This design comes from an exercise in tuning for small area on the open sky130 flow, not from production work.
The clock port is modelled as an ideal driver, which makes a skipped or thinned clock tree look cheaper than it is; a real chip needs a root buffer or a tree.
Power and IR drop assume default switching activity.

## job 101
==> flow/design.v (excerpt) <==
module MISR_golden_sign(
    input clk,
    input reset,
    output reg [73:0] MISR
    );
Settings: LEC_CHECK=0, CAP_MARGIN=20, CORE_MARGIN=2, CORE_UTILIZATION=70, GPL_TIMING_DRIVEN=0, SLEW_MARGIN=20, SYNTH_HIERARCHICAL=1; clock period 5.5 ns.
standard.sh (not shown) runs the stock make flow with config.mk's settings and CLKGATE_MAP_FILE= SYNTH_SCRIPT=/design/flow/synth_recipe.tcl, a recipe that flattens the netlist after the stock synthesis.
==> flow/flow/run.sh <==
#!/bin/bash
# The standard ORFS layout (standard.sh) with these changes:
#  - port buffers are buf_1 cells (BUFFER_PORTS_ARGS); every port is still buffered;
#  - the clock tree is one level of MANUAL_CTS_N clock buffers, each driving a
#    balanced group of flip-flops (flow/cts_manual.tcl, sourced as PRE_CTS_TCL).
# ORFS's own logs stay under orfs/logs/; make's output goes to standard.log.
set -uo pipefail
bash standard.sh \
  "BUFFER_PORTS_ARGS=-buffer_cell sky130_fd_sc_hd__buf_1" \
  "REMOVE_ABC_BUFFERS=1" \
  "PRE_CTS_TCL=$PWD/flow/cts_manual.tcl" \
  "MANUAL_CTS_BUF=sky130_fd_sc_hd__clkbuf_16" \
  "MANUAL_CTS_N=4" \
  finish > standard.log 2>&1
Other scripts of this flow, unchanged in this note and not shown: flow/flow/cts_manual.tcl
No crash in job 101: every stage finished, but the layout fails its final checks due to negative setup slack.
## Diff of input files: job 102 against job 101
diff --git a/flow/design.v b/flow/design.v
--- a/flow/design.v
+++ b/flow/design.v
@@ -177,39 +177,47 @@
     wire s141, c142;
     bist_ha u_s141 (.x(c140), .y(s85), .s(s141), .c(c142));
     wire s143, c144;
     bist_ha u_s143 (.x(c142), .y(s95), .s(s143), .c(c144));
     wire s145, c146;
     bist_ha u_s145 (.x(c144), .y(s103), .s(s145), .c(c146));
     wire s147, c148;
     bist_fa u_s147 (.x(s111), .y(c104), .z(c146), .s(s147), .c(c148));
     wire s149, c150;
-    bist_fa u_s149 (.x(s119), .y(c112), .z(c148), .s(s149), .c(c150));
-    wire s151, c152;
-    bist_fa u_s151 (.x(c120), .y(s125), .z(c150), .s(s151), .c(c152));
-    wire s153, c154;
-    bist_ha u_s153 (.x(c126), .y(s127), .s(s153), .c(c154));
-    wire s155 = s153 ^ c152;
-    wire s156, c157;
-    bist_ha u_s156 (.x(s129), .y(c128), .s(s156), .c(c157));
-    wire cy158 = c154 | (s153 & c152);
-    wire s159 = s156 ^ cy158;
-    wire G160 = c157 | (s156 & c154);
-    wire P161 = s156 & s153;
-    wire s162, c163;
-    bist_ha u_s162 (.x(pp32), .y(c130), .s(s162), .c(c163));
-    wire cy164 = G160 | (P161 & c152);
-    wire s165 = s162 ^ cy164;
-    wire G166 = c163 | (s162 & G160);
-    wire P167 = s162 & P161;
-    wire cy168 = G166 | (P167 & c152);
-    wire s169 = cy168;
-    wire [15:0] p = {s169, s165, s159, s155, s151, s149, s147, s145, s143, s141, s139, s137, s135, s133, s131, pp1};
+    bist_ha u_s149 (.x(s119), .y(c112), .s(s149), .c(c150));
+    wire s151 = s149 ^ c148;
+    wire s152, c153;
+    bist_ha u_s152 (.x(c120), .y(s125), .s(s152), .c(c153));
+    wire cy154 = c150 | (s149 & c148);
+    wire s155 = s152 ^ cy154;
+    wire G156 = c153 | (s152 & c150);
+    wire P157 = s152 & s149;
+    wire s158, c159;
+    bist_ha u_s158 (.x(c126), .y(s127), .s(s158), .c(c159));
+    wire cy160 = G156 | (P157 & c148);
+    wire s161 = s158 ^ cy160;
+    wire G162 = c159 | (s158 & G156);
+    wire P163 = s158 & P157;
+    wire s164, c165;
+    bist_ha u_s164 (.x(s129), .y(c128), .s(s164), .c(c165));
+    wire cy166 = G162 | (P163 & c148);
+    wire s167 = s164 ^ cy166;
+    wire G168 = c165 | (s164 & G162);
+    wire P169 = s164 & P163;
+    wire s170, c171;
+    bist_ha u_s170 (.x(pp32), .y(c130), .s(s170), .c(c171));
+    wire cy172 = G168 | (P169 & c148);
+    wire s173 = s170 ^ cy172;
+    wire G174 = c171 | (s170 & G168);
+    wire P175 = s170 & P169;
+    wire cy176 = G174 | (P175 & c148);
+    wire s177 = cy176;
+    wire [15:0] p = {s177, s173, s167, s161, s155, s151, s147, s145, s143, s141, s139, s137, s135, s133, s131, pp1};
     wire [7:0] xr = a ^ b;
     wire [7:0] xnr = ~xr;
     wire [7:0] nd = ~(a & b);
     wire [7:0] ll = a << 2;
     wire [7:0] lr = a >> 2;
     wire [73:0] r = {s, cs[8], d, ~cd[8], p, xr, xnr, nd, ll, lr};
     wire fb = MISR[73];
     wire [73:0] nxt = {MISR[72:0], fb} ^ r ^ {fb, 2'b00, fb, fb, 69'd0};
     always @(posedge clk) begin
Results
No stage failed in job 102, and the final checks on the layout all came back clean. In the flow results for job 102 and job 101, the switching power total is smaller on job 101. From job 101 to job 102 the numbers moved as follows: post-synthesis compound-gate area fraction saw a decrease, fmax saw an increase, die area saw an increase. Re mux cell area share after synthesis: job 102 is 0.22 points up on job 101. Re area overhead of the layout relative to synthesis: job 102 is 1.2 points down on job 101. Compared with job 101, job 102 shows delay of the slowest critical-path stage lower by 0.02 ns. On fraction of met3 tracks used by global routing, job 102 and job 101 are basically level.
No functional check of the RTL was part of any run of this note. In every run of this note, the design's own scripts or RTL, not TritonCTS, make the clock network.

==> static timing again, ports no longer ideal <==
No port has a modelled driver above. Below, the same layouts with a new extraction and two added sets of constraints.
Step 1, drivers: a clkbuf_16 drives clk and a buf_2 each remaining input, both assumed.
Step 2, shift: input delay + t, output delay - t, t = (earliest + latest rising clock arrival at the registers) / 2. This alone moves slack from input paths to output paths.
Three values: no drivers, after step 1, after step 2; two values: the first two.
run | shift t [ns] | slack for setup (ns) | worst hold slack (ns) | worst setup path at the end | pins driven straight from the clock port
job 101 | 0.226 | -0.026 / -0.026 / -0.026 | 0.464 / 0.464 / 0.464 | register to register | 4
job 102 | 0.228 | 0.268 / 0.268 / 0.268 | 0.461 / 0.461 / 0.461 | register to register | 4
